Background: an optimization exercise with open tools, aiming at small area and a short achievable clock period. Do not read the settings as production practice.
No run shown here included a check of the RTL's function; only the layout flow was run.
Power and IR drop assume default switching activity.

**flow/config.mk**
```make
export PLATFORM = sky130hd
export DESIGN_NAME = alu
export DESIGN_NICKNAME = alu
export VERILOG_FILES = /design/flow/design.v
export SDC_FILE = /design/flow/constraint.sdc
export NUM_CORES = 4
export LEC_CHECK = 0
export CAP_MARGIN = 20
export CELL_PAD_IN_SITES_DETAIL_PLACEMENT = 1
export CORE_MARGIN = 2
export CORE_UTILIZATION = 35
export SETUP_SLACK_MARGIN = 4
export SLEW_MARGIN = 20
```
**flow/constraint.sdc**
```tcl
create_clock -name core_clock -period 7.0 [get_ports {FPUCLK}]
set_input_delay 1.4000 -clock core_clock [delete_from_list [all_inputs] [get_ports {FPUCLK}]]
set_output_delay 1.4000 -clock core_clock [all_outputs]
set_load 0.01 [all_outputs]
```
**flow/design.v**
```verilog
module alu(FPUCLK, RST, A, B, CTRL, OUT);
  input FPUCLK, RST;
  input [31:0] A, B;
  input [2:0] CTRL;
  output reg [31:0] OUT;
  wire s1, c2, x3, s4, c5, x6, s7, c8, s9, c10, x11, s12, c13, x14, s15, c16, x17, s18, c19, s20, c21, x22, s23, c24, x25, s26, c27, x28, s29, c30, s31, c32, x33, s34, c35, x36, s37, c38, x39, s40, c41, x42, s43, c44, x45, s46, c47, x48, s49, c50, x51, s52, c53, x54, s55, c56, x57, s58, c59, x60, s61, c62, x63, s64, c65, x66, s67, c68, x69, s70, c71, s72, c73, x74, s75, c76, x77, s78, c79, x80, s81, c82, x83, s84, c85, x86, s87, c88, s89, c90, x91, s92, c93, x94, s95, c96, x97, s98, c99, x100, s101, c102, x103, s104, c105, x106, s107, c108, x109, s110, c111, x112, s113, c114, x115, s116, c117, x118, s119, c120, x121, s122, c123, x124, s125, c126, x127, s128, c129, x130, s131, c132, x133, s134, c135, x136, s137, c138, x139, s140, c141, x142, s143, c144, x145, s146, c147, x148, s149, c150, x151, s152, c153, x154, s155, c156, x157, s158, c159, x160, s161, c162, x163, s164, c165, x166, s167, c168, x169, s170, c171, x172, s173, c174, x175, s176, c177, x178, s179, c180, x181, s182, c183, x184, s185, c186, x187, s188, c189, x190, s191, c192, x193, s194, c195, x196, s197, c198, x199, s200, c201, x202, s203, c204, x205, s206, c207, x208, s209, c210, x211, s212, c213, x214, s215, c216, x217, s218, c219, x220, s221, c222, x223, s224, c225, x226, s227, c228, x229, s230, c231, s232, c233, x234, s235, c236, x237, s238, c239, x240, s241, c242, x243, s244, c245, x246, s247, c248, x249, s250, c251, x252, s253, c254, x255, s256, c257, x258, s259, c260, x261, s262, c263, x264, s265, c266, x267, s268, c269, x270, s271, c272, x273, s274, c275, x276, s277, c278, x279, s280, c281, x282, s283, c284, x285, s286, c287, x288, s289, c290, x291, s292, c293, x294, s295, c296, x297, s298, c299, x300, s301, c302, x303, s304, c305, x306, s307, c308, x309, s310, c311, x312, s313, c314, x315, s316, c317, x318, s319, c320, x321, s322, c323, x324, s325, c326, x327, s328, c329, x330, s331, c332, x333, s334, c335, x336, s337, c338, x339, s340, c341, x342, s343, c344, x345, s346, c347, x348, s349, c350, x351, s352, c353, x354, s355, c356, x357, s358, c359, x360, s361, c362, x363, s364, c365, x366, s367, c368, x369, s370, c371, x372, s373, c374, s375, c376, x377, s378, c379, x380, s381, c382, s383, c384, x385, s386, c387, x388, s389, c390, x391, s392, c393, x394, s395, c396, x397, s398, c399, x400, s401, c402, x403, s404, c405, x406, s407, c408, x409, s410, c411, x412, s413, c414, x415, s416, c417, x418, s419, c420, x421, s422, c423, x424, s425, c426, x427, s428, c429, x430, s431, c432, x433, s434, c435, x436, s437, c438, x439, s440, c441, x442, s443, c444, x445, s446, c447, x448, s449, c450, x451, s452, c453, x454, s455, c456, x457, s458, c459, x460, s461, c462, x463, s464, c465, x466, s467, c468, x469, s470, c471, x472, s473, c474, x475, s476, c477, x478, s479, c480, x481, s482, c483, x484, s485, c486, x487, s488, c489, x490, s491, c492, x493, s494, c495, x496, s497, c498, x499, s500, c501, x502, s503, c504, x505, s506, c507, x508, s509, c510, x511, s512, c513, x514, s515, c516, x517, s518, c519, x520, s521, c522, x523, s524, c525, x526, s527, c528, x529, s530, c531, x532, s533, c534, s535, c536, x537, s538, c539, x540, s541, c542, x543, s544, c545, x546, s547, c548, x549, s550, c551, x552, s553, c554, x555, s556, c557, x558, s559, c560, x561, s562, c563, x564, s565, c566, x567, s568, c569, x570, s571, c572, x573, s574, c575, x576, s577, c578, x579, s580, c581, x582, s583, c584, x585, s586, c587, x588, s589, c590, x591, s592, c593, x594, s595, c596, x597, s598, c599, x600, s601, c602, x603, s604, c605, x606, s607, c608, x609, s610, c611, x612, s613, c614, x615, s616, c617, x618, s619, c620, x621, s622, c623, x624, s625, c626, x627, s628, c629, x630, s631, c632, x633, s634, c635, x636, s637, c638, x639, s640, c641, x642, s643, c644, x645, s646, c647, s648, c649, x650, s651, c652, x653, s654, c655, x656, s657, c658, x659, s660, c661, x662, s663, c664, x665, s666, c667, x668, s669, c670, x671, s672, c673, x674, s675, c676, x677, s678, c679, x680, s681, c682, x683, s684, c685, x686, s687, c688, x689, s690, c691, x692, s693, c694, x695, s696, c697, x698, s699, c700, x701, s702, c703, x704, s705, c706, x707, s708, c709, x710, s711, c712, s713, c714, x715, s716, c717, x718, s719, c720, x721, s722, c723, x724, s725, c726, x727, s728, c729, x730, s731, c732, x733, s734, c735, x736, s737, c738, x739, s740, c741, x742, s743, c744, x745, s746, c747, x748, s749, c750, x751, s752, c753, x754, s755, c756, x757, s758, c759, x760, s761, c762, x763, s764, c765, x766, s767, c768, x769, s770, c771, x772, s773, c774, x775, s776, c777, x778, s779, c780, x781;
  wire mul0 = CTRL[1], sub0 = CTRL[0];
  wire sa = A[31], sb = B[31];
  wire [7:0] ea = A[30:23], eb = B[30:23];
  wire [22:0] fa = A[22:0], fb = B[22:0];
  wire a_inf = &ea, b_inf = &eb;
  wire a_zero = ~|A, b_zero = ~|B;
  wire [7:0] dab = ea - eb;
  wire [7:0] dba = eb - ea;
  wire d_zero = (ea == eb);
  wire f_lt = (fa < fb);
  wire sp_b = a_zero;             
  wire sp_a = ~a_zero & b_zero;   
  wire sel_b = sp_b | (~sp_a & (dab[7] | (d_zero & f_lt)));
  wire [7:0] sh = dab[7] ? dba : dab;
  wire sh_big = (sh > 8'd23) | sp_a | sp_b;
  wire swap = ~mul0 & sel_b;
  wire eff_sub = sa ^ sb ^ sub0;
  wire [7:0] e_add = sel_b ? eb : ea;
  wire s_add = sp_b ? (sb | sub0) : (sel_b ? (sb ^ sub0) : sa);
  wire inf_s_add = a_inf ? sa : sb;
  wire [7:0] e_mul = ea + eb + 8'h81;
  wire s_mul = sa ^ sb;
  reg [22:0] ma, mb;        
  reg r1_mul, r1_sub, r1_shbig, r1_s, r1_inf, r1_zero;
  reg [4:0] r1_sh;
  reg [7:0] r1_e;
  always @(posedge FPUCLK) begin
    ma <= swap ? fb : fa;
    mb <= swap ? fa : fb;
    r1_mul <= mul0;
    r1_sub <= ~mul0 & eff_sub;
    r1_shbig <= sh_big;
    r1_sh <= sh[4:0];
    r1_e <= mul0 ? e_mul : e_add;
    r1_s <= mul0 ? s_mul : ((a_inf | b_inf) ? inf_s_add : s_add);
    r1_inf <= a_inf | b_inf;
    r1_zero <= mul0 & (a_zero | b_zero);
  end
  wire [23:0] big = {1'b1, ma};
  wire [23:0] sh0 = r1_shbig ? 24'd0 : {1'b1, mb};
  wire [23:0] sh1 = r1_sh[0] ? {1'b0, sh0[23:1]} : sh0;
  wire [23:0] sh2 = r1_sh[1] ? {2'b0, sh1[23:2]} : sh1;
  wire [23:0] sh3 = r1_sh[2] ? {4'b0, sh2[23:4]} : sh2;
  wire [23:0] sh4 = r1_sh[3] ? {8'b0, sh3[23:8]} : sh3;
  wire [23:0] sml = r1_sh[4] ? {16'b0, sh4[23:16]} : sh4;
  wire [23:0] smx = sml ^ {24{r1_sub}};
  assign x3 = mb[0] ^ (ma[22] & mb[1]);
  assign s1 = x3 ^ (ma[21] & mb[2]);
  assign c2 = x3 ? (ma[21] & mb[2]) : mb[0];
  assign x6 = (ma[20] & mb[3]) ^ (ma[19] & mb[4]);
  assign s4 = x6 ^ (ma[18] & mb[5]);
  assign c5 = x6 ? (ma[18] & mb[5]) : (ma[20] & mb[3]);
  assign s7 = (ma[17] & mb[6]) ^ (ma[16] & mb[7]);
  assign c8 = (ma[17] & mb[6]) & (ma[16] & mb[7]);
  assign x11 = mb[1] ^ (ma[22] & mb[2]);
  assign s9 = x11 ^ (ma[21] & mb[3]);
  assign c10 = x11 ? (ma[21] & mb[3]) : mb[1];
  assign x14 = (ma[20] & mb[4]) ^ (ma[19] & mb[5]);
  assign s12 = x14 ^ (ma[18] & mb[6]);
  assign c13 = x14 ? (ma[18] & mb[6]) : (ma[20] & mb[4]);
  assign x17 = (ma[17] & mb[7]) ^ (ma[16] & mb[8]);
  assign s15 = x17 ^ (ma[15] & mb[9]);
  assign c16 = x17 ? (ma[15] & mb[9]) : (ma[17] & mb[7]);
  assign s18 = (ma[14] & mb[10]) ^ (ma[13] & mb[11]);
  assign c19 = (ma[14] & mb[10]) & (ma[13] & mb[11]);
  assign x22 = mb[2] ^ (ma[22] & mb[3]);
  assign s20 = x22 ^ (ma[21] & mb[4]);
  assign c21 = x22 ? (ma[21] & mb[4]) : mb[2];
  assign x25 = (ma[20] & mb[5]) ^ (ma[19] & mb[6]);
  assign s23 = x25 ^ (ma[18] & mb[7]);
  assign c24 = x25 ? (ma[18] & mb[7]) : (ma[20] & mb[5]);
  assign x28 = (ma[17] & mb[8]) ^ (ma[16] & mb[9]);
  assign s26 = x28 ^ (ma[15] & mb[10]);
  assign c27 = x28 ? (ma[15] & mb[10]) : (ma[17] & mb[8]);
  assign s29 = (ma[14] & mb[11]) ^ (ma[13] & mb[12]);
  assign c30 = (ma[14] & mb[11]) & (ma[13] & mb[12]);
  assign x33 = mb[3] ^ (ma[22] & mb[4]);
  assign s31 = x33 ^ (ma[21] & mb[5]);
  assign c32 = x33 ? (ma[21] & mb[5]) : mb[3];
  assign x36 = (ma[20] & mb[6]) ^ (ma[19] & mb[7]);
  assign s34 = x36 ^ (ma[18] & mb[8]);
  assign c35 = x36 ? (ma[18] & mb[8]) : (ma[20] & mb[6]);
  assign x39 = (ma[17] & mb[9]) ^ (ma[16] & mb[10]);
  assign s37 = x39 ^ (ma[15] & mb[11]);
  assign c38 = x39 ? (ma[15] & mb[11]) : (ma[17] & mb[9]);
  assign x42 = mb[4] ^ (ma[22] & mb[5]);
  assign s40 = x42 ^ (ma[21] & mb[6]);
  assign c41 = x42 ? (ma[21] & mb[6]) : mb[4];
  assign x45 = (ma[20] & mb[7]) ^ (ma[19] & mb[8]);
  assign s43 = x45 ^ (ma[18] & mb[9]);
  assign c44 = x45 ? (ma[18] & mb[9]) : (ma[20] & mb[7]);
  assign x48 = mb[5] ^ (ma[22] & mb[6]);
  assign s46 = x48 ^ (ma[21] & mb[7]);
  assign c47 = x48 ? (ma[21] & mb[7]) : mb[5];
  assign x51 = s1 ^ s4;
  assign s49 = x51 ^ s7;
  assign c50 = x51 ? s7 : s1;
  assign x54 = (ma[15] & mb[8]) ^ (ma[14] & mb[9]);
  assign s52 = x54 ^ (ma[13] & mb[10]);
  assign c53 = x54 ? (ma[13] & mb[10]) : (ma[15] & mb[8]);
  assign x57 = (ma[12] & mb[11]) ^ (ma[11] & mb[12]);
  assign s55 = x57 ^ (ma[10] & mb[13]);
  assign c56 = x57 ? (ma[10] & mb[13]) : (ma[12] & mb[11]);
  assign x60 = s9 ^ s12;
  assign s58 = x60 ^ s15;
  assign c59 = x60 ? s15 : s9;
  assign x63 = s18 ^ (ma[12] & mb[12]);
  assign s61 = x63 ^ (ma[11] & mb[13]);
  assign c62 = x63 ? (ma[11] & mb[13]) : s18;
  assign x66 = (ma[10] & mb[14]) ^ (ma[9] & mb[15]);
  assign s64 = x66 ^ (ma[8] & mb[16]);
  assign c65 = x66 ? (ma[8] & mb[16]) : (ma[10] & mb[14]);
  assign x69 = (ma[7] & mb[17]) ^ (ma[6] & mb[18]);
  assign s67 = x69 ^ (ma[5] & mb[19]);
  assign c68 = x69 ? (ma[5] & mb[19]) : (ma[7] & mb[17]);
  assign s70 = (ma[4] & mb[20]) ^ (ma[3] & mb[21]);
  assign c71 = (ma[4] & mb[20]) & (ma[3] & mb[21]);
  assign x74 = s20 ^ s23;
  assign s72 = x74 ^ s26;
  assign c73 = x74 ? s26 : s20;
  assign x77 = s29 ^ (ma[12] & mb[13]);
  assign s75 = x77 ^ (ma[11] & mb[14]);
  assign c76 = x77 ? (ma[11] & mb[14]) : s29;
  assign x80 = (ma[10] & mb[15]) ^ (ma[9] & mb[16]);
  assign s78 = x80 ^ (ma[8] & mb[17]);
  assign c79 = x80 ? (ma[8] & mb[17]) : (ma[10] & mb[15]);
  assign x83 = (ma[7] & mb[18]) ^ (ma[6] & mb[19]);
  assign s81 = x83 ^ (ma[5] & mb[20]);
  assign c82 = x83 ? (ma[5] & mb[20]) : (ma[7] & mb[18]);
  assign x86 = (ma[4] & mb[21]) ^ (ma[3] & mb[22]);
  assign s84 = x86 ^ ma[2];
  assign c85 = x86 ? ma[2] : (ma[4] & mb[21]);
  assign s87 = c10 ^ c13;
  assign c88 = c10 & c13;
  assign x91 = s31 ^ s34;
  assign s89 = x91 ^ s37;
  assign c90 = x91 ? s37 : s31;
  assign x94 = (ma[14] & mb[12]) ^ (ma[13] & mb[13]);
  assign s92 = x94 ^ (ma[12] & mb[14]);
  assign c93 = x94 ? (ma[12] & mb[14]) : (ma[14] & mb[12]);
  assign x97 = (ma[11] & mb[15]) ^ (ma[10] & mb[16]);
  assign s95 = x97 ^ (ma[9] & mb[17]);
  assign c96 = x97 ? (ma[9] & mb[17]) : (ma[11] & mb[15]);
  assign x100 = (ma[8] & mb[18]) ^ (ma[7] & mb[19]);
  assign s98 = x100 ^ (ma[6] & mb[20]);
  assign c99 = x100 ? (ma[6] & mb[20]) : (ma[8] & mb[18]);
  assign x103 = (ma[5] & mb[21]) ^ (ma[4] & mb[22]);
  assign s101 = x103 ^ ma[3];
  assign c102 = x103 ? ma[3] : (ma[5] & mb[21]);
  assign x106 = c21 ^ c24;
  assign s104 = x106 ^ c27;
  assign c105 = x106 ? c27 : c21;
  assign x109 = s40 ^ s43;
  assign s107 = x109 ^ (ma[17] & mb[10]);
  assign c108 = x109 ? (ma[17] & mb[10]) : s40;
  assign x112 = (ma[16] & mb[11]) ^ (ma[15] & mb[12]);
  assign s110 = x112 ^ (ma[14] & mb[13]);
  assign c111 = x112 ? (ma[14] & mb[13]) : (ma[16] & mb[11]);
  assign x115 = (ma[13] & mb[14]) ^ (ma[12] & mb[15]);
  assign s113 = x115 ^ (ma[11] & mb[16]);
  assign c114 = x115 ? (ma[11] & mb[16]) : (ma[13] & mb[14]);
  assign x118 = (ma[10] & mb[17]) ^ (ma[9] & mb[18]);
  assign s116 = x118 ^ (ma[8] & mb[19]);
  assign c117 = x118 ? (ma[8] & mb[19]) : (ma[10] & mb[17]);
  assign x121 = (ma[7] & mb[20]) ^ (ma[6] & mb[21]);
  assign s119 = x121 ^ (ma[5] & mb[22]);
  assign c120 = x121 ? (ma[5] & mb[22]) : (ma[7] & mb[20]);
  assign x124 = ma[4] ^ c32;
  assign s122 = x124 ^ c35;
  assign c123 = x124 ? c35 : ma[4];
  assign x127 = s46 ^ (ma[20] & mb[8]);
  assign s125 = x127 ^ (ma[19] & mb[9]);
  assign c126 = x127 ? (ma[19] & mb[9]) : s46;
  assign x130 = (ma[18] & mb[10]) ^ (ma[17] & mb[11]);
  assign s128 = x130 ^ (ma[16] & mb[12]);
  assign c129 = x130 ? (ma[16] & mb[12]) : (ma[18] & mb[10]);
  assign x133 = (ma[15] & mb[13]) ^ (ma[14] & mb[14]);
  assign s131 = x133 ^ (ma[13] & mb[15]);
  assign c132 = x133 ? (ma[13] & mb[15]) : (ma[15] & mb[13]);
  assign x136 = (ma[12] & mb[16]) ^ (ma[11] & mb[17]);
  assign s134 = x136 ^ (ma[10] & mb[18]);
  assign c135 = x136 ? (ma[10] & mb[18]) : (ma[12] & mb[16]);
  assign x139 = (ma[9] & mb[19]) ^ (ma[8] & mb[20]);
  assign s137 = x139 ^ (ma[7] & mb[21]);
  assign c138 = x139 ? (ma[7] & mb[21]) : (ma[9] & mb[19]);
  assign x142 = (ma[6] & mb[22]) ^ ma[5];
  assign s140 = x142 ^ c41;
  assign c141 = x142 ? c41 : (ma[6] & mb[22]);
  assign x145 = mb[6] ^ (ma[22] & mb[7]);
  assign s143 = x145 ^ (ma[21] & mb[8]);
  assign c144 = x145 ? (ma[21] & mb[8]) : mb[6];
  assign x148 = (ma[20] & mb[9]) ^ (ma[19] & mb[10]);
  assign s146 = x148 ^ (ma[18] & mb[11]);
  assign c147 = x148 ? (ma[18] & mb[11]) : (ma[20] & mb[9]);
  assign x151 = (ma[17] & mb[12]) ^ (ma[16] & mb[13]);
  assign s149 = x151 ^ (ma[15] & mb[14]);
  assign c150 = x151 ? (ma[15] & mb[14]) : (ma[17] & mb[12]);
  assign x154 = (ma[14] & mb[15]) ^ (ma[13] & mb[16]);
  assign s152 = x154 ^ (ma[12] & mb[17]);
  assign c153 = x154 ? (ma[12] & mb[17]) : (ma[14] & mb[15]);
  assign x157 = (ma[11] & mb[18]) ^ (ma[10] & mb[19]);
  assign s155 = x157 ^ (ma[9] & mb[20]);
  assign c156 = x157 ? (ma[9] & mb[20]) : (ma[11] & mb[18]);
  assign x160 = (ma[8] & mb[21]) ^ (ma[7] & mb[22]);
  assign s158 = x160 ^ ma[6];
  assign c159 = x160 ? ma[6] : (ma[8] & mb[21]);
  assign x163 = mb[7] ^ (ma[22] & mb[8]);
  assign s161 = x163 ^ (ma[21] & mb[9]);
  assign c162 = x163 ? (ma[21] & mb[9]) : mb[7];
  assign x166 = (ma[20] & mb[10]) ^ (ma[19] & mb[11]);
  assign s164 = x166 ^ (ma[18] & mb[12]);
  assign c165 = x166 ? (ma[18] & mb[12]) : (ma[20] & mb[10]);
  assign x169 = (ma[17] & mb[13]) ^ (ma[16] & mb[14]);
  assign s167 = x169 ^ (ma[15] & mb[15]);
  assign c168 = x169 ? (ma[15] & mb[15]) : (ma[17] & mb[13]);
  assign x172 = (ma[14] & mb[16]) ^ (ma[13] & mb[17]);
  assign s170 = x172 ^ (ma[12] & mb[18]);
  assign c171 = x172 ? (ma[12] & mb[18]) : (ma[14] & mb[16]);
  assign x175 = (ma[11] & mb[19]) ^ (ma[10] & mb[20]);
  assign s173 = x175 ^ (ma[9] & mb[21]);
  assign c174 = x175 ? (ma[9] & mb[21]) : (ma[11] & mb[19]);
  assign x178 = mb[8] ^ (ma[22] & mb[9]);
  assign s176 = x178 ^ (ma[21] & mb[10]);
  assign c177 = x178 ? (ma[21] & mb[10]) : mb[8];
  assign x181 = (ma[20] & mb[11]) ^ (ma[19] & mb[12]);
  assign s179 = x181 ^ (ma[18] & mb[13]);
  assign c180 = x181 ? (ma[18] & mb[13]) : (ma[20] & mb[11]);
  assign x184 = (ma[17] & mb[14]) ^ (ma[16] & mb[15]);
  assign s182 = x184 ^ (ma[15] & mb[16]);
  assign c183 = x184 ? (ma[15] & mb[16]) : (ma[17] & mb[14]);
  assign x187 = (ma[14] & mb[17]) ^ (ma[13] & mb[18]);
  assign s185 = x187 ^ (ma[12] & mb[19]);
  assign c186 = x187 ? (ma[12] & mb[19]) : (ma[14] & mb[17]);
  assign x190 = mb[9] ^ (ma[22] & mb[10]);
  assign s188 = x190 ^ (ma[21] & mb[11]);
  assign c189 = x190 ? (ma[21] & mb[11]) : mb[9];
  assign x193 = (ma[20] & mb[12]) ^ (ma[19] & mb[13]);
  assign s191 = x193 ^ (ma[18] & mb[14]);
  assign c192 = x193 ? (ma[18] & mb[14]) : (ma[20] & mb[12]);
  assign x196 = (ma[17] & mb[15]) ^ (ma[16] & mb[16]);
  assign s194 = x196 ^ (ma[15] & mb[17]);
  assign c195 = x196 ? (ma[15] & mb[17]) : (ma[17] & mb[15]);
  assign x199 = mb[10] ^ (ma[22] & mb[11]);
  assign s197 = x199 ^ (ma[21] & mb[12]);
  assign c198 = x199 ? (ma[21] & mb[12]) : mb[10];
  assign x202 = (ma[20] & mb[13]) ^ (ma[19] & mb[14]);
  assign s200 = x202 ^ (ma[18] & mb[15]);
  assign c201 = x202 ? (ma[18] & mb[15]) : (ma[20] & mb[13]);
  assign x205 = mb[11] ^ (ma[22] & mb[12]);
  assign s203 = x205 ^ (ma[21] & mb[13]);
  assign c204 = x205 ? (ma[21] & mb[13]) : mb[11];
  assign x208 = s49 ^ s52;
  assign s206 = x208 ^ s55;
  assign c207 = x208 ? s55 : s49;
  assign x211 = (ma[9] & mb[14]) ^ (ma[8] & mb[15]);
  assign s209 = x211 ^ (ma[7] & mb[16]);
  assign c210 = x211 ? (ma[7] & mb[16]) : (ma[9] & mb[14]);
  assign x214 = s58 ^ s61;
  assign s212 = x214 ^ s64;
  assign c213 = x214 ? s64 : s58;
  assign x217 = s67 ^ s70;
  assign s215 = x217 ^ (ma[2] & mb[22]);
  assign c216 = x217 ? (ma[2] & mb[22]) : s67;
  assign x220 = ma[1] ^ c2;
  assign s218 = x220 ^ c5;
  assign c219 = x220 ? c5 : ma[1];
  assign x223 = s72 ^ s75;
  assign s221 = x223 ^ s78;
  assign c222 = x223 ? s78 : s72;
  assign x226 = s81 ^ s84;
  assign s224 = x226 ^ s87;
  assign c225 = x226 ? s87 : s81;
  assign x229 = c16 ^ c19;
  assign s227 = x229 ^ c59;
  assign c228 = x229 ? c59 : c16;
  assign s230 = c62 ^ c65;
  assign c231 = c62 & c65;
  assign x234 = s89 ^ s92;
  assign s232 = x234 ^ s95;
  assign c233 = x234 ? s95 : s89;
  assign x237 = s98 ^ s101;
  assign s235 = x237 ^ s104;
  assign c236 = x237 ? s104 : s98;
  assign x240 = c30 ^ c73;
  assign s238 = x240 ^ c76;
  assign c239 = x240 ? c76 : c30;
  assign x243 = c79 ^ c82;
  assign s241 = x243 ^ c85;
  assign c242 = x243 ? c85 : c79;
  assign x246 = s107 ^ s110;
  assign s244 = x246 ^ s113;
  assign c245 = x246 ? s113 : s107;
  assign x249 = s116 ^ s119;
  assign s247 = x249 ^ s122;
  assign c248 = x249 ? s122 : s116;
  assign x252 = c38 ^ c90;
  assign s250 = x252 ^ c93;
  assign c251 = x252 ? c93 : c38;
  assign x255 = c96 ^ c99;
  assign s253 = x255 ^ c102;
  assign c254 = x255 ? c102 : c96;
  assign x258 = s125 ^ s128;
  assign s256 = x258 ^ s131;
  assign c257 = x258 ? s131 : s125;
  assign x261 = s134 ^ s137;
  assign s259 = x261 ^ s140;
  assign c260 = x261 ? s140 : s134;
  assign x264 = c44 ^ c108;
  assign s262 = x264 ^ c111;
  assign c263 = x264 ? c111 : c44;
  assign x267 = c114 ^ c117;
  assign s265 = x267 ^ c120;
  assign c266 = x267 ? c120 : c114;
  assign x270 = s143 ^ s146;
  assign s268 = x270 ^ s149;
  assign c269 = x270 ? s149 : s143;
  assign x273 = s152 ^ s155;
  assign s271 = x273 ^ s158;
  assign c272 = x273 ? s158 : s152;
  assign x276 = c47 ^ c126;
  assign s274 = x276 ^ c129;
  assign c275 = x276 ? c129 : c47;
  assign x279 = c132 ^ c135;
  assign s277 = x279 ^ c138;
  assign c278 = x279 ? c138 : c132;
  assign x282 = s161 ^ s164;
  assign s280 = x282 ^ s167;
  assign c281 = x282 ? s167 : s161;
  assign x285 = s170 ^ s173;
  assign s283 = x285 ^ (ma[8] & mb[22]);
  assign c284 = x285 ? (ma[8] & mb[22]) : s170;
  assign x288 = ma[7] ^ c144;
  assign s286 = x288 ^ c147;
  assign c287 = x288 ? c147 : ma[7];
  assign x291 = c150 ^ c153;
  assign s289 = x291 ^ c156;
  assign c290 = x291 ? c156 : c150;
  assign x294 = s176 ^ s179;
  assign s292 = x294 ^ s182;
  assign c293 = x294 ? s182 : s176;
  assign x297 = s185 ^ (ma[11] & mb[20]);
  assign s295 = x297 ^ (ma[10] & mb[21]);
  assign c296 = x297 ? (ma[10] & mb[21]) : s185;
  assign x300 = (ma[9] & mb[22]) ^ ma[8];
  assign s298 = x300 ^ c162;
  assign c299 = x300 ? c162 : (ma[9] & mb[22]);
  assign x303 = c165 ^ c168;
  assign s301 = x303 ^ c171;
  assign c302 = x303 ? c171 : c165;
  assign x306 = s188 ^ s191;
  assign s304 = x306 ^ s194;
  assign c305 = x306 ? s194 : s188;
  assign x309 = (ma[14] & mb[18]) ^ (ma[13] & mb[19]);
  assign s307 = x309 ^ (ma[12] & mb[20]);
  assign c308 = x309 ? (ma[12] & mb[20]) : (ma[14] & mb[18]);
  assign x312 = (ma[11] & mb[21]) ^ (ma[10] & mb[22]);
  assign s310 = x312 ^ ma[9];
  assign c311 = x312 ? ma[9] : (ma[11] & mb[21]);
  assign x315 = c177 ^ c180;
  assign s313 = x315 ^ c183;
  assign c314 = x315 ? c183 : c177;
  assign x318 = s197 ^ s200;
  assign s316 = x318 ^ (ma[17] & mb[16]);
  assign c317 = x318 ? (ma[17] & mb[16]) : s197;
  assign x321 = (ma[16] & mb[17]) ^ (ma[15] & mb[18]);
  assign s319 = x321 ^ (ma[14] & mb[19]);
  assign c320 = x321 ? (ma[14] & mb[19]) : (ma[16] & mb[17]);
  assign x324 = (ma[13] & mb[20]) ^ (ma[12] & mb[21]);
  assign s322 = x324 ^ (ma[11] & mb[22]);
  assign c323 = x324 ? (ma[11] & mb[22]) : (ma[13] & mb[20]);
  assign x327 = ma[10] ^ c189;
  assign s325 = x327 ^ c192;
  assign c326 = x327 ? c192 : ma[10];
  assign x330 = s203 ^ (ma[20] & mb[14]);
  assign s328 = x330 ^ (ma[19] & mb[15]);
  assign c329 = x330 ? (ma[19] & mb[15]) : s203;
  assign x333 = (ma[18] & mb[16]) ^ (ma[17] & mb[17]);
  assign s331 = x333 ^ (ma[16] & mb[18]);
  assign c332 = x333 ? (ma[16] & mb[18]) : (ma[18] & mb[16]);
  assign x336 = (ma[15] & mb[19]) ^ (ma[14] & mb[20]);
  assign s334 = x336 ^ (ma[13] & mb[21]);
  assign c335 = x336 ? (ma[13] & mb[21]) : (ma[15] & mb[19]);
  assign x339 = (ma[12] & mb[22]) ^ ma[11];
  assign s337 = x339 ^ c198;
  assign c338 = x339 ? c198 : (ma[12] & mb[22]);
  assign x342 = mb[12] ^ (ma[22] & mb[13]);
  assign s340 = x342 ^ (ma[21] & mb[14]);
  assign c341 = x342 ? (ma[21] & mb[14]) : mb[12];
  assign x345 = (ma[20] & mb[15]) ^ (ma[19] & mb[16]);
  assign s343 = x345 ^ (ma[18] & mb[17]);
  assign c344 = x345 ? (ma[18] & mb[17]) : (ma[20] & mb[15]);
  assign x348 = (ma[17] & mb[18]) ^ (ma[16] & mb[19]);
  assign s346 = x348 ^ (ma[15] & mb[20]);
  assign c347 = x348 ? (ma[15] & mb[20]) : (ma[17] & mb[18]);
  assign x351 = (ma[14] & mb[21]) ^ (ma[13] & mb[22]);
  assign s349 = x351 ^ ma[12];
  assign c350 = x351 ? ma[12] : (ma[14] & mb[21]);
  assign x354 = mb[13] ^ (ma[22] & mb[14]);
  assign s352 = x354 ^ (ma[21] & mb[15]);
  assign c353 = x354 ? (ma[21] & mb[15]) : mb[13];
  assign x357 = (ma[20] & mb[16]) ^ (ma[19] & mb[17]);
  assign s355 = x357 ^ (ma[18] & mb[18]);
  assign c356 = x357 ? (ma[18] & mb[18]) : (ma[20] & mb[16]);
  assign x360 = (ma[17] & mb[19]) ^ (ma[16] & mb[20]);
  assign s358 = x360 ^ (ma[15] & mb[21]);
  assign c359 = x360 ? (ma[15] & mb[21]) : (ma[17] & mb[19]);
  assign x363 = mb[14] ^ (ma[22] & mb[15]);
  assign s361 = x363 ^ (ma[21] & mb[16]);
  assign c362 = x363 ? (ma[21] & mb[16]) : mb[14];
  assign x366 = (ma[20] & mb[17]) ^ (ma[19] & mb[18]);
  assign s364 = x366 ^ (ma[18] & mb[19]);
  assign c365 = x366 ? (ma[18] & mb[19]) : (ma[20] & mb[17]);
  assign x369 = mb[15] ^ (ma[22] & mb[16]);
  assign s367 = x369 ^ (ma[21] & mb[17]);
  assign c368 = x369 ? (ma[21] & mb[17]) : mb[15];
  assign x372 = s206 ^ s209;
  assign s370 = x372 ^ (ma[6] & mb[17]);
  assign c371 = x372 ? (ma[6] & mb[17]) : s206;
  assign s373 = (ma[5] & mb[18]) ^ (ma[4] & mb[19]);
  assign c374 = (ma[5] & mb[18]) & (ma[4] & mb[19]);
  assign x377 = s212 ^ s215;
  assign s375 = x377 ^ s218;
  assign c376 = x377 ? s218 : s212;
  assign x380 = c8 ^ c50;
  assign s378 = x380 ^ c53;
  assign c379 = x380 ? c53 : c8;
  assign s381 = c56 ^ c207;
  assign c382 = c56 & c207;
  assign x385 = s221 ^ s224;
  assign s383 = x385 ^ s227;
  assign c384 = x385 ? s227 : s221;
  assign x388 = s230 ^ c68;
  assign s386 = x388 ^ c71;
  assign c387 = x388 ? c71 : s230;
  assign x391 = c213 ^ c216;
  assign s389 = x391 ^ c219;
  assign c390 = x391 ? c219 : c213;
  assign x394 = s232 ^ s235;
  assign s392 = x394 ^ s238;
  assign c393 = x394 ? s238 : s232;
  assign x397 = s241 ^ c88;
  assign s395 = x397 ^ c222;
  assign c396 = x397 ? c222 : s241;
  assign x400 = c225 ^ c228;
  assign s398 = x400 ^ c231;
  assign c399 = x400 ? c231 : c225;
  assign x403 = s244 ^ s247;
  assign s401 = x403 ^ s250;
  assign c402 = x403 ? s250 : s244;
  assign x406 = s253 ^ c105;
  assign s404 = x406 ^ c233;
  assign c405 = x406 ? c233 : s253;
  assign x409 = c236 ^ c239;
  assign s407 = x409 ^ c242;
  assign c408 = x409 ? c242 : c236;
  assign x412 = s256 ^ s259;
  assign s410 = x412 ^ s262;
  assign c411 = x412 ? s262 : s256;
  assign x415 = s265 ^ c123;
  assign s413 = x415 ^ c245;
  assign c414 = x415 ? c245 : s265;
  assign x418 = c248 ^ c251;
  assign s416 = x418 ^ c254;
  assign c417 = x418 ? c254 : c248;
  assign x421 = s268 ^ s271;
  assign s419 = x421 ^ s274;
  assign c420 = x421 ? s274 : s268;
  assign x424 = s277 ^ c141;
  assign s422 = x424 ^ c257;
  assign c423 = x424 ? c257 : s277;
  assign x427 = c260 ^ c263;
  assign s425 = x427 ^ c266;
  assign c426 = x427 ? c266 : c260;
  assign x430 = s280 ^ s283;
  assign s428 = x430 ^ s286;
  assign c429 = x430 ? s286 : s280;
  assign x433 = s289 ^ c159;
  assign s431 = x433 ^ c269;
  assign c432 = x433 ? c269 : s289;
  assign x436 = c272 ^ c275;
  assign s434 = x436 ^ c278;
  assign c435 = x436 ? c278 : c272;
  assign x439 = s292 ^ s295;
  assign s437 = x439 ^ s298;
  assign c438 = x439 ? s298 : s292;
  assign x442 = s301 ^ c174;
  assign s440 = x442 ^ c281;
  assign c441 = x442 ? c281 : s301;
  assign x445 = c284 ^ c287;
  assign s443 = x445 ^ c290;
  assign c444 = x445 ? c290 : c284;
  assign x448 = s304 ^ s307;
  assign s446 = x448 ^ s310;
  assign c447 = x448 ? s310 : s304;
  assign x451 = s313 ^ c186;
  assign s449 = x451 ^ c293;
  assign c450 = x451 ? c293 : s313;
  assign x454 = c296 ^ c299;
  assign s452 = x454 ^ c302;
  assign c453 = x454 ? c302 : c296;
  assign x457 = s316 ^ s319;
  assign s455 = x457 ^ s322;
  assign c456 = x457 ? s322 : s316;
  assign x460 = s325 ^ c195;
  assign s458 = x460 ^ c305;
  assign c459 = x460 ? c305 : s325;
  assign x463 = c308 ^ c311;
  assign s461 = x463 ^ c314;
  assign c462 = x463 ? c314 : c308;
  assign x466 = s328 ^ s331;
  assign s464 = x466 ^ s334;
  assign c465 = x466 ? s334 : s328;
  assign x469 = s337 ^ c201;
  assign s467 = x469 ^ c317;
  assign c468 = x469 ? c317 : s337;
  assign x472 = c320 ^ c323;
  assign s470 = x472 ^ c326;
  assign c471 = x472 ? c326 : c320;
  assign x475 = s340 ^ s343;
  assign s473 = x475 ^ s346;
  assign c474 = x475 ? s346 : s340;
  assign x478 = s349 ^ c204;
  assign s476 = x478 ^ c329;
  assign c477 = x478 ? c329 : s349;
  assign x481 = c332 ^ c335;
  assign s479 = x481 ^ c338;
  assign c480 = x481 ? c338 : c332;
  assign x484 = s352 ^ s355;
  assign s482 = x484 ^ s358;
  assign c483 = x484 ? s358 : s352;
  assign x487 = (ma[14] & mb[22]) ^ ma[13];
  assign s485 = x487 ^ c341;
  assign c486 = x487 ? c341 : (ma[14] & mb[22]);
  assign x490 = c344 ^ c347;
  assign s488 = x490 ^ c350;
  assign c489 = x490 ? c350 : c344;
  assign x493 = s361 ^ s364;
  assign s491 = x493 ^ (ma[17] & mb[20]);
  assign c492 = x493 ? (ma[17] & mb[20]) : s361;
  assign x496 = (ma[16] & mb[21]) ^ (ma[15] & mb[22]);
  assign s494 = x496 ^ ma[14];
  assign c495 = x496 ? ma[14] : (ma[16] & mb[21]);
  assign x499 = c353 ^ c356;
  assign s497 = x499 ^ c359;
  assign c498 = x499 ? c359 : c353;
  assign x502 = s367 ^ (ma[20] & mb[18]);
  assign s500 = x502 ^ (ma[19] & mb[19]);
  assign c501 = x502 ? (ma[19] & mb[19]) : s367;
  assign x505 = (ma[18] & mb[20]) ^ (ma[17] & mb[21]);
  assign s503 = x505 ^ (ma[16] & mb[22]);
  assign c504 = x505 ? (ma[16] & mb[22]) : (ma[18] & mb[20]);
  assign x508 = ma[15] ^ c362;
  assign s506 = x508 ^ c365;
  assign c507 = x508 ? c365 : ma[15];
  assign x511 = mb[16] ^ (ma[22] & mb[17]);
  assign s509 = x511 ^ (ma[21] & mb[18]);
  assign c510 = x511 ? (ma[21] & mb[18]) : mb[16];
  assign x514 = (ma[20] & mb[19]) ^ (ma[19] & mb[20]);
  assign s512 = x514 ^ (ma[18] & mb[21]);
  assign c513 = x514 ? (ma[18] & mb[21]) : (ma[20] & mb[19]);
  assign x517 = (ma[17] & mb[22]) ^ ma[16];
  assign s515 = x517 ^ c368;
  assign c516 = x517 ? c368 : (ma[17] & mb[22]);
  assign x520 = mb[17] ^ (ma[22] & mb[18]);
  assign s518 = x520 ^ (ma[21] & mb[19]);
  assign c519 = x520 ? (ma[21] & mb[19]) : mb[17];
  assign x523 = (ma[20] & mb[20]) ^ (ma[19] & mb[21]);
  assign s521 = x523 ^ (ma[18] & mb[22]);
  assign c522 = x523 ? (ma[18] & mb[22]) : (ma[20] & mb[20]);
  assign x526 = mb[18] ^ (ma[22] & mb[19]);
  assign s524 = x526 ^ (ma[21] & mb[20]);
  assign c525 = x526 ? (ma[21] & mb[20]) : mb[18];
  assign x529 = s370 ^ s373;
  assign s527 = x529 ^ (ma[3] & mb[20]);
  assign c528 = x529 ? (ma[3] & mb[20]) : s370;
  assign x532 = s375 ^ s378;
  assign s530 = x532 ^ s381;
  assign c531 = x532 ? s381 : s375;
  assign s533 = c210 ^ c371;
  assign c534 = c210 & c371;
  assign x537 = s383 ^ s386;
  assign s535 = x537 ^ s389;
  assign c536 = x537 ? s389 : s383;
  assign x540 = c376 ^ c379;
  assign s538 = x540 ^ c382;
  assign c539 = x540 ? c382 : c376;
  assign x543 = s392 ^ s395;
  assign s541 = x543 ^ s398;
  assign c542 = x543 ? s398 : s392;
  assign x546 = c384 ^ c387;
  assign s544 = x546 ^ c390;
  assign c545 = x546 ? c390 : c384;
  assign x549 = s401 ^ s404;
  assign s547 = x549 ^ s407;
  assign c548 = x549 ? s407 : s401;
  assign x552 = c393 ^ c396;
  assign s550 = x552 ^ c399;
  assign c551 = x552 ? c399 : c393;
  assign x555 = s410 ^ s413;
  assign s553 = x555 ^ s416;
  assign c554 = x555 ? s416 : s410;
  assign x558 = c402 ^ c405;
  assign s556 = x558 ^ c408;
  assign c557 = x558 ? c408 : c402;
  assign x561 = s419 ^ s422;
  assign s559 = x561 ^ s425;
  assign c560 = x561 ? s425 : s419;
  assign x564 = c411 ^ c414;
  assign s562 = x564 ^ c417;
  assign c563 = x564 ? c417 : c411;
  assign x567 = s428 ^ s431;
  assign s565 = x567 ^ s434;
  assign c566 = x567 ? s434 : s428;
  assign x570 = c420 ^ c423;
  assign s568 = x570 ^ c426;
  assign c569 = x570 ? c426 : c420;
  assign x573 = s437 ^ s440;
  assign s571 = x573 ^ s443;
  assign c572 = x573 ? s443 : s437;
  assign x576 = c429 ^ c432;
  assign s574 = x576 ^ c435;
  assign c575 = x576 ? c435 : c429;
  assign x579 = s446 ^ s449;
  assign s577 = x579 ^ s452;
  assign c578 = x579 ? s452 : s446;
  assign x582 = c438 ^ c441;
  assign s580 = x582 ^ c444;
  assign c581 = x582 ? c444 : c438;
  assign x585 = s455 ^ s458;
  assign s583 = x585 ^ s461;
  assign c584 = x585 ? s461 : s455;
  assign x588 = c447 ^ c450;
  assign s586 = x588 ^ c453;
  assign c587 = x588 ? c453 : c447;
  assign x591 = s464 ^ s467;
  assign s589 = x591 ^ s470;
  assign c590 = x591 ? s470 : s464;
  assign x594 = c456 ^ c459;
  assign s592 = x594 ^ c462;
  assign c593 = x594 ? c462 : c456;
  assign x597 = s473 ^ s476;
  assign s595 = x597 ^ s479;
  assign c596 = x597 ? s479 : s473;
  assign x600 = c465 ^ c468;
  assign s598 = x600 ^ c471;
  assign c599 = x600 ? c471 : c465;
  assign x603 = s482 ^ s485;
  assign s601 = x603 ^ s488;
  assign c602 = x603 ? s488 : s482;
  assign x606 = c474 ^ c477;
  assign s604 = x606 ^ c480;
  assign c605 = x606 ? c480 : c474;
  assign x609 = s491 ^ s494;
  assign s607 = x609 ^ s497;
  assign c608 = x609 ? s497 : s491;
  assign x612 = c483 ^ c486;
  assign s610 = x612 ^ c489;
  assign c611 = x612 ? c489 : c483;
  assign x615 = s500 ^ s503;
  assign s613 = x615 ^ s506;
  assign c614 = x615 ? s506 : s500;
  assign x618 = c492 ^ c495;
  assign s616 = x618 ^ c498;
  assign c617 = x618 ? c498 : c492;
  assign x621 = s509 ^ s512;
  assign s619 = x621 ^ s515;
  assign c620 = x621 ? s515 : s509;
  assign x624 = c501 ^ c504;
  assign s622 = x624 ^ c507;
  assign c623 = x624 ? c507 : c501;
  assign x627 = s518 ^ s521;
  assign s625 = x627 ^ ma[17];
  assign c626 = x627 ? ma[17] : s518;
  assign x630 = c510 ^ c513;
  assign s628 = x630 ^ c516;
  assign c629 = x630 ? c516 : c510;
  assign x633 = s524 ^ (ma[20] & mb[21]);
  assign s631 = x633 ^ (ma[19] & mb[22]);
  assign c632 = x633 ? (ma[19] & mb[22]) : s524;
  assign x636 = ma[18] ^ c519;
  assign s634 = x636 ^ c522;
  assign c635 = x636 ? c522 : ma[18];
  assign x639 = mb[19] ^ (ma[22] & mb[20]);
  assign s637 = x639 ^ (ma[21] & mb[21]);
  assign c638 = x639 ? (ma[21] & mb[21]) : mb[19];
  assign x642 = (ma[20] & mb[22]) ^ ma[19];
  assign s640 = x642 ^ c525;
  assign c641 = x642 ? c525 : (ma[20] & mb[22]);
  assign x645 = mb[20] ^ (ma[22] & mb[21]);
  assign s643 = x645 ^ (ma[21] & mb[22]);
  assign c644 = x645 ? (ma[21] & mb[22]) : mb[20];
  assign s646 = s527 ^ (ma[2] & mb[21]);
  assign c647 = s527 & (ma[2] & mb[21]);
  assign x650 = s530 ^ s533;
  assign s648 = x650 ^ c374;
  assign c649 = x650 ? c374 : s530;
  assign x653 = s535 ^ s538;
  assign s651 = x653 ^ c531;
  assign c652 = x653 ? c531 : s535;
  assign x656 = s541 ^ s544;
  assign s654 = x656 ^ c536;
  assign c655 = x656 ? c536 : s541;
  assign x659 = s547 ^ s550;
  assign s657 = x659 ^ c542;
  assign c658 = x659 ? c542 : s547;
  assign x662 = s553 ^ s556;
  assign s660 = x662 ^ c548;
  assign c661 = x662 ? c548 : s553;
  assign x665 = s559 ^ s562;
  assign s663 = x665 ^ c554;
  assign c664 = x665 ? c554 : s559;
  assign x668 = s565 ^ s568;
  assign s666 = x668 ^ c560;
  assign c667 = x668 ? c560 : s565;
  assign x671 = s571 ^ s574;
  assign s669 = x671 ^ c566;
  assign c670 = x671 ? c566 : s571;
  assign x674 = s577 ^ s580;
  assign s672 = x674 ^ c572;
  assign c673 = x674 ? c572 : s577;
  assign x677 = s583 ^ s586;
  assign s675 = x677 ^ c578;
  assign c676 = x677 ? c578 : s583;
  assign x680 = s589 ^ s592;
  assign s678 = x680 ^ c584;
  assign c679 = x680 ? c584 : s589;
  assign x683 = s595 ^ s598;
  assign s681 = x683 ^ c590;
  assign c682 = x683 ? c590 : s595;
  assign x686 = s601 ^ s604;
  assign s684 = x686 ^ c596;
  assign c685 = x686 ? c596 : s601;
  assign x689 = s607 ^ s610;
  assign s687 = x689 ^ c602;
  assign c688 = x689 ? c602 : s607;
  assign x692 = s613 ^ s616;
  assign s690 = x692 ^ c608;
  assign c691 = x692 ? c608 : s613;
  assign x695 = s619 ^ s622;
  assign s693 = x695 ^ c614;
  assign c694 = x695 ? c614 : s619;
  assign x698 = s625 ^ s628;
  assign s696 = x698 ^ c620;
  assign c697 = x698 ? c620 : s625;
  assign x701 = s631 ^ s634;
  assign s699 = x701 ^ c626;
  assign c700 = x701 ? c626 : s631;
  assign x704 = s637 ^ s640;
  assign s702 = x704 ^ c632;
  assign c703 = x704 ? c632 : s637;
  assign x707 = s643 ^ ma[20];
  assign s705 = x707 ^ c638;
  assign c706 = x707 ? c638 : s643;
  assign x710 = mb[21] ^ (ma[22] & mb[22]);
  assign s708 = x710 ^ ma[21];
  assign c709 = x710 ? ma[21] : mb[21];
  reg [70:0] r2_m;
  reg [7:0] r2_e;
  reg r2_mul, r2_sub, r2_s, r2_inf, r2_zero;
  always @(posedge FPUCLK) begin
    r2_m <= {(r1_mul ? 1'b0 : smx[23]), (r1_mul ? 1'b0 : big[23]), (r1_mul & c709), (r1_mul ? ma[22] : smx[22]), (r1_mul ? mb[22] : big[22]), (r1_mul & c706), (r1_mul ? c644 : smx[21]), (r1_mul ? s708 : big[21]), (r1_mul & c703), (r1_mul ? c641 : smx[20]), (r1_mul ? s705 : big[20]), (r1_mul & c700), (r1_mul ? c635 : smx[19]), (r1_mul ? s702 : big[19]), (r1_mul & c697), (r1_mul ? c629 : smx[18]), (r1_mul ? s699 : big[18]), (r1_mul & c694), (r1_mul ? c623 : smx[17]), (r1_mul ? s696 : big[17]), (r1_mul & c691), (r1_mul ? c617 : smx[16]), (r1_mul ? s693 : big[16]), (r1_mul & c688), (r1_mul ? c611 : smx[15]), (r1_mul ? s690 : big[15]), (r1_mul & c685), (r1_mul ? c605 : smx[14]), (r1_mul ? s687 : big[14]), (r1_mul & c682), (r1_mul ? c599 : smx[13]), (r1_mul ? s684 : big[13]), (r1_mul & c679), (r1_mul ? c593 : smx[12]), (r1_mul ? s681 : big[12]), (r1_mul & c676), (r1_mul ? c587 : smx[11]), (r1_mul ? s678 : big[11]), (r1_mul & c673), (r1_mul ? c581 : smx[10]), (r1_mul ? s675 : big[10]), (r1_mul & c670), (r1_mul ? c575 : smx[9]), (r1_mul ? s672 : big[9]), (r1_mul & c667), (r1_mul ? c569 : smx[8]), (r1_mul ? s669 : big[8]), (r1_mul & c664), (r1_mul ? c563 : smx[7]), (r1_mul ? s666 : big[7]), (r1_mul & c661), (r1_mul ? c557 : smx[6]), (r1_mul ? s663 : big[6]), (r1_mul & c658), (r1_mul ? c551 : smx[5]), (r1_mul ? s660 : big[5]), (r1_mul & c655), (r1_mul ? c545 : smx[4]), (r1_mul ? s657 : big[4]), (r1_mul & c652), (r1_mul ? c539 : smx[3]), (r1_mul ? s654 : big[3]), (r1_mul & c649), (r1_mul ? c534 : smx[2]), (r1_mul ? s651 : big[2]), (r1_mul & c647), (r1_mul ? c528 : smx[1]), (r1_mul ? s648 : big[1]), (r1_mul ? ma[0] : r1_sub), (r1_mul ? (ma[1] & mb[22]) : smx[0]), (r1_mul ? s646 : big[0])};
    r2_e <= r1_e;
    r2_mul <= r1_mul;
    r2_sub <= r1_sub;
    r2_s <= r1_s;
    r2_inf <= r1_inf;
    r2_zero <= r1_zero;
  end
  assign s711 = r2_m[0] ^ r2_m[1];
  assign c712 = r2_m[0] & r2_m[1];
  assign x715 = r2_m[3] ^ r2_m[4];
  assign s713 = x715 ^ r2_m[5];
  assign c714 = x715 ? r2_m[5] : r2_m[3];
  assign x718 = r2_m[6] ^ r2_m[7];
  assign s716 = x718 ^ r2_m[8];
  assign c717 = x718 ? r2_m[8] : r2_m[6];
  assign x721 = r2_m[9] ^ r2_m[10];
  assign s719 = x721 ^ r2_m[11];
  assign c720 = x721 ? r2_m[11] : r2_m[9];
  assign x724 = r2_m[12] ^ r2_m[13];
  assign s722 = x724 ^ r2_m[14];
  assign c723 = x724 ? r2_m[14] : r2_m[12];
  assign x727 = r2_m[15] ^ r2_m[16];
  assign s725 = x727 ^ r2_m[17];
  assign c726 = x727 ? r2_m[17] : r2_m[15];
  assign x730 = r2_m[18] ^ r2_m[19];
  assign s728 = x730 ^ r2_m[20];
  assign c729 = x730 ? r2_m[20] : r2_m[18];
  assign x733 = r2_m[21] ^ r2_m[22];
  assign s731 = x733 ^ r2_m[23];
  assign c732 = x733 ? r2_m[23] : r2_m[21];
  assign x736 = r2_m[24] ^ r2_m[25];
  assign s734 = x736 ^ r2_m[26];
  assign c735 = x736 ? r2_m[26] : r2_m[24];
  assign x739 = r2_m[27] ^ r2_m[28];
  assign s737 = x739 ^ r2_m[29];
  assign c738 = x739 ? r2_m[29] : r2_m[27];
  assign x742 = r2_m[30] ^ r2_m[31];
  assign s740 = x742 ^ r2_m[32];
  assign c741 = x742 ? r2_m[32] : r2_m[30];
  assign x745 = r2_m[33] ^ r2_m[34];
  assign s743 = x745 ^ r2_m[35];
  assign c744 = x745 ? r2_m[35] : r2_m[33];
  assign x748 = r2_m[36] ^ r2_m[37];
  assign s746 = x748 ^ r2_m[38];
  assign c747 = x748 ? r2_m[38] : r2_m[36];
  assign x751 = r2_m[39] ^ r2_m[40];
  assign s749 = x751 ^ r2_m[41];
  assign c750 = x751 ? r2_m[41] : r2_m[39];
  assign x754 = r2_m[42] ^ r2_m[43];
  assign s752 = x754 ^ r2_m[44];
  assign c753 = x754 ? r2_m[44] : r2_m[42];
  assign x757 = r2_m[45] ^ r2_m[46];
  assign s755 = x757 ^ r2_m[47];
  assign c756 = x757 ? r2_m[47] : r2_m[45];
  assign x760 = r2_m[48] ^ r2_m[49];
  assign s758 = x760 ^ r2_m[50];
  assign c759 = x760 ? r2_m[50] : r2_m[48];
  assign x763 = r2_m[51] ^ r2_m[52];
  assign s761 = x763 ^ r2_m[53];
  assign c762 = x763 ? r2_m[53] : r2_m[51];
  assign x766 = r2_m[54] ^ r2_m[55];
  assign s764 = x766 ^ r2_m[56];
  assign c765 = x766 ? r2_m[56] : r2_m[54];
  assign x769 = r2_m[57] ^ r2_m[58];
  assign s767 = x769 ^ r2_m[59];
  assign c768 = x769 ? r2_m[59] : r2_m[57];
  assign x772 = r2_m[60] ^ r2_m[61];
  assign s770 = x772 ^ r2_m[62];
  assign c771 = x772 ? r2_m[62] : r2_m[60];
  assign x775 = r2_m[63] ^ r2_m[64];
  assign s773 = x775 ^ r2_m[65];
  assign c774 = x775 ? r2_m[65] : r2_m[63];
  assign x778 = r2_m[66] ^ r2_m[67];
  assign s776 = x778 ^ r2_m[68];
  assign c777 = x778 ? r2_m[68] : r2_m[66];
  assign x781 = r2_m[69] ^ r2_m[70];
  assign s779 = x781 ^ r2_mul;
  assign c780 = x781 ? r2_mul : r2_m[69];
  wire [24:0] mrow0 = {c780, s779, s776, s773, s770, s767, s764, s761, s758, s755, s752, s749, s746, s743, s740, s737, s734, s731, s728, s725, s722, s719, s716, s713, s711};
  wire [24:0] mrow1 = {1'b0, c777, c774, c771, c768, c765, c762, c759, c756, c753, c750, c747, c744, c741, c738, c735, c732, c729, c726, c723, c720, c717, c714, c712, r2_m[2]};
  wire [24:0] msum = mrow0 + mrow1;
  wire [24:0] m3 = {msum[24] & ~r2_sub, msum[23:0]};
  reg [24:0] r3_m;
  reg [7:0] r3_e;
  reg r3_s, r3_inf, r3_zero;
  always @(posedge FPUCLK) begin
    r3_m <= m3;
    r3_e <= r2_e;
    r3_s <= r2_s;
    r3_inf <= r2_inf;
    r3_zero <= r2_zero;
  end
  reg [4:0] lz;
  integer i;
  always @(*) begin
    lz = 5'd24;
    for (i = 0; i < 24; i = i + 1)
      if (r3_m[i]) lz = 5'd23 - i;
  end
  wire [23:0] nsh = r3_m[23:0] << lz;
  wire m_zero = ~|r3_m;
  wire [22:0] frac = r3_m[24] ? r3_m[23:1] : nsh[22:0];
  wire [7:0] e_n = r3_m[24] ? r3_e + 8'd1 : r3_e - {3'b0, lz};
  wire [31:0] res = r3_inf ? {r3_s, 8'hff, 23'd0} :
                    (r3_zero | m_zero) ? 32'd0 : {r3_s, e_n, frac};
  always @(posedge FPUCLK or negedge RST) begin
    if (!RST) OUT <= 32'd0;
    else OUT <= res;
  end
endmodule
```
**flow/run.sh**
```bash
#!/bin/bash
# synth_recipe.tcl (not shown) runs the flow's synth.tcl, then flattens the netlist and writes it again
# the make line also repeats each setting of config.mk as NAME=value (left out here)
make -C /OpenROAD-flow-scripts/flow DESIGN_CONFIG=/design/flow/config.mk WORK_HOME=/design/flow/orfs CLKGATE_MAP_FILE= SYNTH_SCRIPT=/design/flow/synth_recipe.tcl finish
```
==> results.py, run 1 <==
metrics = {
    "setup_path": {
        "worstSetupEndpointType": "flop",
        "critPathSlowestCell": "mux2_4",
        "crit_path_max_incr_delay_ns": 0.36,
        "crit_chain": "dlygate4sd2_1 > inv_1 > ha_1 > a21o_1 > a21o_1 > a21oi_2 > o21a_1 > o2111ai_2 > a41oi_2 > o22a_4 > o21a_4 > buf_12 > buf_12 > buf_8 > mux2_4",
        "cp_max_fo": 5,
        "cp.required_ns": 7.48,
        "critical_path_class": "input port to flop",
        "rr_worst_depth": 19,
        "cp.arrival_ns": 4.54,
        "start_kind": "input port",
    },
    "cells_and_area": {
        "fin_area_um2": 29400,
        "fillers": 6649,
        "drive_above_1_share_pct": 31.6,
        "fin_cells": 3676,
        "nNetsFinal": 3047,
        "final_core_util_pct": 49.6,
        "area_growth_syn_to_layout_pct": 39.5,
    },
    "detailed_routing": {
        "routed_wl_um": 107000,
        "post_drt_wl_per_cell_um": 29.2,
        "vias_per_cell": 6.16,
        "drtIter0Drc": 2226,
        "dr_total_vias": 22600,
        "drtAntennaViolNets": 0,
        "drtPass1Iterations": 8,
        "drc": 0,
    },
    "logic_synthesis": {
        "ys.flop_type": "dfxtp_1",
        "ys_ff_latch": 217,
        "ys_warn_count": 1,
        "netlist_instances": 2603,
        "syn-num-nets": 2770,
        "synth_edf_count": 0,
        "avgSynthCellArea_um2": 8.10,
        "ys_types": 77,
        "yosysSeqAreaShare_pct": 21.4,
        "netlist_area_um2": 21100,
        "async_reset_ff_share_pct": 14.7,
    },
    "cts": {
        "h-tree-depth": 1,
        "hold_buffers": 0,
        "clk_latency_ns": 0.62,
        "cts.clk_slew.worst_paths_ns": 0.07,
        "cts_sinks": 217,
        "clockBufferDepth": 3,
        "numCtsBuffers": 26,
        "cts_tree": "yes",
        "cts_root_buf": "clkbuf_16",
    },
    "floorplanning": {
        "ios": 101,
        "die_x_um": 249,
        "num_rows": 89,
        "start_util_pct": 35.6,
        "dieHeight_um": 249,
        "coreArea_um2": 59200,
        "dieArea_um2": 62200,
    },
    "job": {
        "maxCapViolCount": 0,
    },
    "place": {
        "place_congestion": 0.882,
        "post-place-ws_ns": 1.29,
        "placedInstanceArea_um2": 22900,
        "numPortBuffers": 99,
        "hpwl_um": 50700,
        "dp_cells": 3351,
    },
    "grt": {
        "grt_pass1_wl_um": 128000,
        "grtUsageMet2_pct": 45.7,
        "grt_pass1_vias": 22200,
        "grt-ovfl-total": 0,
        "grt_max_degree": 73,
        "grtUsageMet1_pct": 29.9,
        "grt_util_met3_pct": 4.48,
        "grt.busiest_layer": "met2",
        "antenna_found_initial": 4,
        "grtUsageTotal_pct": 25.9,
    },
    "worst_hold_path": {
        "hold_path_class": "flop to flop",
        "hold_depth": 0,
    },
    "timing": {
        "slew-limit-headroom_pct": 33.4,
        "setup-tns-final_ns": 0,
        "rsz0062_at_grt": "true",
        "worstMarginPinSlew_ns": 0.999,
        "hold_slack_ns": 0.328,
        "finalWorstSetupSlack_ns": 2.94,
        "fin_crit_sh_pct": 58.0,
        "finalHoldViolCount": 0,
        "slew_violations": 0,
        "final.setup_skew_ns": 0.0467,
        "setup_viol": 0,
        "clock.fmax_ghz": 0.246,
        "fin_crit_ns": 4.06,
    },
    "pwr": {
        "p_int_mw": 9.62,
        "power.total_mw": 18.8,
        "leakage_nw": 12.1,
        "peakVddDrop_mv": 0.361,
        "p_clk_share_pct": 7.9,
        "p_comb_share_pct": 79.7,
        "seq_power_share_pct": 12.4,
        "switching_share_pct": 48.7,
        "power_density_nw_per_um2": 638,
        "switchingPower_mw": 9.14,
    },
    "run_status": {
        "status": "finished clean",
    },
}
cells by family (layout without fill, tap and decap cells):
family	after synthesis	after routing	synth area share, %
AOI/OAI and AO/OA	442	444	12.9
xor gates and xnor gates	568	568	24.6
adders and majority gates	275	275	14.5
buffers and inverters	269	563	5.46
DFF	217	217	21.4
muxes	124	124	6.65
other	0	4	0
and+or+nand+nor	708	708	14.5
power by group through the flow:
stage	sequential [mW]	clock, mW	combinational (mW)
after floorplan	2.02	0	8.19
after global placement	2.31	0	9.72
after detailed placement	2.34	0	10.1
after CTS	2.28	1.43	11.4
after global routing	2.35	1.53	15.6
final	2.33	1.48	14.9
final cells by class:
type	instances	area (µm²)	share of cell area (%)
clock buffer	31	689	2.34
inverter	118	502	1.71
tap	773	967	3.29
timing repair buffer	397	4260	14.5
antenna	4	10.0	0.0340
multi-input combinational	2119	18100	61.5
sequential	217	4680	15.9
clock inverter	16	198	0.672
timing repair inverter	1	11.3	0.0383
critical path, delay by kind of cell:
kind	cells	cell delay, ns
multiplexers	1	0.36
buffers and inverters	5	0.87
adder cells (fa/ha/maj)	1	0.24
AO/OA/AOI/OAI	8	1.65
layout by cell type, fill, tap and decap left out, types with 56 or more instances in the layout:
cell | synthesis | final
nand2_1 | 362 | 329
xnor2_1 | 391 | 286
buf_4 | 12 | 181
nor2_1 | 172 | 162
maj3_1 | 162 | 133
dfxtp_1 | 185 | 130
xor2_1 | 154 | 125
xnor2_2 | 15 | 109
a21oi_1 | 134 | 104
inv_1 | 114 | 100
ha_1 | 93 | 66
o21ai_0 | 116 | 65
buf_6 | 3 | 56
per-layer routing:
metal / vias up / share of wire [%]
met4: 4 / 9.9
met3: 729 / 10
met2: 1504 / 46
met1: 11100 / 34
met5: - / 0.021
li1: 9352 / -
flip-flops by register name, indices dropped and copies added, names as in the netlist, 5 cells and up:
name   flops
r2_m      71
OUT       32
r3_m      25
ma        23
mb        23
r1_e       8
r2_e       8
r3_e       8
r1_sh      5
worst paths after layout:
check	startpoint	end	slack, ns
max	B[15]	ma[13]	2.94
min	r1_e[6]	r2_e[6]	0.33
max reg2reg	r3_m[1]	OUT[29]	2.94
min reg2reg	r1_e[6]	r2_e[6]	0.33
max in group asynchronous	RST	OUT[23]	5.49
min in group asynchronous	RST	OUT[14]	1.22
synthesized netlist by cell type, types with 8 or more instances:
library cell / number / area share, %
and2_1: 22 / 0.65
mux2_2: 46 / 2.5
nand2b_1: 12 / 0.36
a21o_1: 50 / 1.8
buf_4: 12 / 0.43
ha_1: 93 / 5.5
o21a_1: 8 / 0.28
inv_1: 114 / 2.0
o22ai_1: 12 / 0.36
clkbuf_1: 57 / 1.0
nand4_1: 16 / 0.47
nor2b_1: 12 / 0.36
nor3_1: 29 / 0.69
maj3_2: 15 / 0.80
xnor2_2: 15 / 1.2
buf_1: 22 / 0.39
nand2_1: 362 / 6.4
maj3_1: 162 / 7.7
xor2_1: 154 / 6.4
o21bai_1: 13 / 0.46
nand3_1: 28 / 0.66
o211ai_1: 8 / 0.28
mux2i_1: 70 / 3.3
xnor2_1: 391 / 16
a21oi_1: 134 / 3.2
dfrtp_1: 32 / 3.8
a221oi_1: 10 / 0.42
a21boi_0: 9 / 0.32
a211oi_1: 26 / 0.93
buf_2: 56 / 1.3
nor4_1: 23 / 0.68
o21ai_0: 116 / 2.8
nor2_1: 172 / 3.1
dfxtp_1: 185 / 18
repair_timing:
action,CTS,global route
gates resized for setup,437,398
pin swaps,110,208
gates cloned,15,9
setup endpoints to repair,145,128
buffers inserted,119,131
==> run 2: changes to the inputs <==
==> flow/flow/run.sh (new file) <==
#!/bin/bash
set -euo pipefail
cd "$(dirname "$0")/.."
export BUFFER_PORTS_ARGS="-buffer_cell sky130_fd_sc_hd__buf_2"
bash standard.sh > standard_flow.log 2>&1
==> flow/standard.sh (new file) <==
#!/bin/bash
# synth_recipe.tcl (not shown) runs the flow's synth.tcl, then flattens the netlist and writes it again
# the make line also repeats each setting of config.mk as NAME=value (left out here)
make -C /OpenROAD-flow-scripts/flow DESIGN_CONFIG=/design/flow/config.mk WORK_HOME=/design/flow/orfs CLKGATE_MAP_FILE= SYNTH_SCRIPT=/design/flow/synth_recipe.tcl "${@:-finish}"
removed: flow/run.sh
==> run 2 against run 1 <==
  * Worst hold slack worse by 0.0019 ns
  * Highest routed layer unchanged
  * Critical endpoint is now r2_m[23]
  * Still clean
  * Final cell count is 0.27% lower
  * Clock-buffer cell count increased by 2
  * Power increased by 4.6%
  * Critical path type is now flop to flop
  * Global-route usage fell by 0.80 points
==> results.py, run 2 <==
metrics = {
    "run_status": {
        "status": "finished clean",
    },
    "cells_and_area": {
        "largest_reg_flops": 71,
        "drive_above_1_share_pct": 34.3,
        "area_growth_syn_to_layout_pct": 37.9,
        "final_core_util_pct": 49.1,
        "regArea_um2": 4680,
        "multi_input_area_um2": 18200,
        "fin_cells": 3666,
        "layout_common_cells": "321 x nand2_1, 267 x xnor2_1, 184 x buf_4",
        "fillers": 6660,
        "largest_register": "r2_m",
        "nNetsFinal": 3034,
    },
    "timing": {
        "slew_violations": 0,
        "finalHoldViolCount": 0,
        "setup-tns-final_ns": 0,
        "rsz0062_at_grt": "true",
        "fin_crit_sh_pct": 73.3,
        "final.setup_skew_ns": 0.0277,
        "slew-limit-headroom_pct": 20.7,
        "worstMarginPinSlew_ns": 1.18,
        "setup_viol": 0,
        "hold_slack_ns": 0.326,
    },
    "logic_synthesis": {
        "ys_ff_latch": 217,
        "ys_types": 77,
        "synth_edf_count": 0,
        "netlist_instances": 2603,
        "synth_common_cells": "391 x xnor2_1, 362 x nand2_1, 185 x dfxtp_1",
        "netlist_area_um2": 21100,
        "yosysMostFrequentCell": "xnor2_1",
        "async_reset_ff_share_pct": 14.7,
        "ys.flop_type": "dfxtp_1",
        "synth_top_area_share_pct": 17.6,
        "yosysSeqAreaShare_pct": 21.4,
        "syn-num-nets": 2770,
        "ys_top_cells_by_area": "dfxtp_1 18%, xnor2_1 16%, maj3_1 7.7%",
    },
    "cts": {
        "cts_sinks": 217,
        "h-tree-depth": 1,
        "hold_buffers": 0,
        "cts.clk_slew.worst_paths_ns": 0.08,
        "cts_root_buf": "clkbuf_16",
        "numCtsBuffers": 25,
        "clk_latency_ns": 0.59,
    },
    "detailed_routing": {
        "vias_per_cell": 6.52,
        "drtAntennaViolNets": 0,
        "routed_wl_um": 120000,
        "wl_met2_um": 52200,
        "dr_total_vias": 23900,
        "drc": 0,
    },
    "pwr": {
        "leakage_nw": 12.1,
        "p_comb_share_pct": 81.2,
        "seq_power_share_pct": 11.9,
        "power.total_mw": 19.6,
        "p_clk_share_pct": 6.9,
        "power_density_nw_per_um2": 675,
        "peakVddDrop_mv": 0.460,
    },
    "grt": {
        "antenna_found_initial": 13,
        "grt_pass1_wl_um": 125000,
        "grt_max_degree": 72,
        "grtUsageTotal_pct": 25.1,
    },
    "floorplanning": {
        "start_util_pct": 35.6,
        "num_rows": 89,
        "ios": 101,
    },
    "place": {
        "place_congestion": 0.879,
        "hpwl_um": 50600,
        "numPortBuffers": 99,
    },
    "worst_hold_path": {
        "hold_path_class": "flop to flop",
        "hold_depth": 0,
    },
    "setup_path": {
        "cp.arrival_ns": 5.58,
        "rr_worst_depth": 11,
        "start_kind": "flop",
    },
    "job": {
        "maxCapViolCount": 0,
    },
}
-- run 2: cell count changes in the layout (fill, tap and decap cells not counted), moves of 15 or more --
cell / delta
xnor2_2: +21
buf_2: +71
buf_6: -15
xnor2_1: -19
clkdlybuf4s50_1: -44
dlygate4sd2_1: -18
-- run 2: critical path, cell delays in order, from the launching register on --
cell	delay (ns)
dfxtp_4	0.59
nand2_1	0.43
maj3_1	0.56
maj3_1	0.41
and3_1	0.20
nor2b_2	0.32
xor2_1	0.96
buf_4	0.26
xnor2_1	0.11
xnor2_1	0.77
o21bai_1	0.25
a21oi_1	0.11
-- run 2: logic make-up after synthesis --
group,synth area share (%)
DFF,21.4
xor gates and xnor gates,24.6
muxes,6.65
AOI/OAI and AO/OA,12.9
and+or+nand+nor,14.5
buffers and inverters,5.46
adders and majority gates,14.5
-- run 2: cell type report --
class,count,area share (%)
Tap cell,773,3.33
Timing Repair inverter,1,0.0301
Clock buffer,33,2.47
Sequential cell,217,16.1
Antenna cell,8,0.0689
Clock inverter,12,0.327
Inverter,118,1.76
Timing Repair Buffer,383,13.3
Multi-Input combinational cell,2121,62.6
-- run 2: worst paths after layout --
check                      slack [ns]     from        to
setup / recovery                 1.87    ma[9]  r2_m[23]
hold / removal                   0.33  r1_e[4]   r2_e[4]
setup reg to reg                 1.87    ma[9]  r2_m[23]
hold reg to reg                  0.33  r1_e[4]   r2_e[4]
max in group asynchronous        5.68      RST   OUT[31]
min in group asynchronous        0.87      RST   OUT[14]
-- run 2: through the flow --
step	cell area (µm²)	setup WS (ns)
global placement	22400	1.75
finish	29100	1.87
CTS	25500	3.29
global route	29100	1.93
detailed placement	22400	1.76
floorplan	21500	3.16
-- run 2: timing repair --
action / 4_1_cts / 5_1_grt
resized for setup: 307 / 427
pin swaps: 111 / 221
setup buffers: 96 / 136
endpoints found under the setup margin: 142 / 130
gates cloned: 16 / 12
-- run 2: per-layer routing --
metal	up-vias	global-route usage, %
li1	9314	-
met1	11500	28.5
met2	2023	43.8
met3	1098	5.41
met4	10	14.0
met5	-	0
-- run 2: power by group through the flow --
stage	Combinational [mW]	Sequential, mW	Clock, mW
3_5_place_dp	10.1	2.28	0
6_report	15.9	2.33	1.35
3_3_place_gp	9.73	2.25	0
2_1_floorplan	8.19	2.02	0
4_1_cts	11.6	2.25	1.31
5_1_grt	16.3	2.34	1.41

Re-timed with assumed drivers on the ports (clkbuf_16 on the clock, buf_2 on other inputs), run 2 has 1.870 ns of setup slack against 1.870 ns with ideal ports, and 1.870 ns once port delays also move by the mid clock arrival of 0.637 ns.
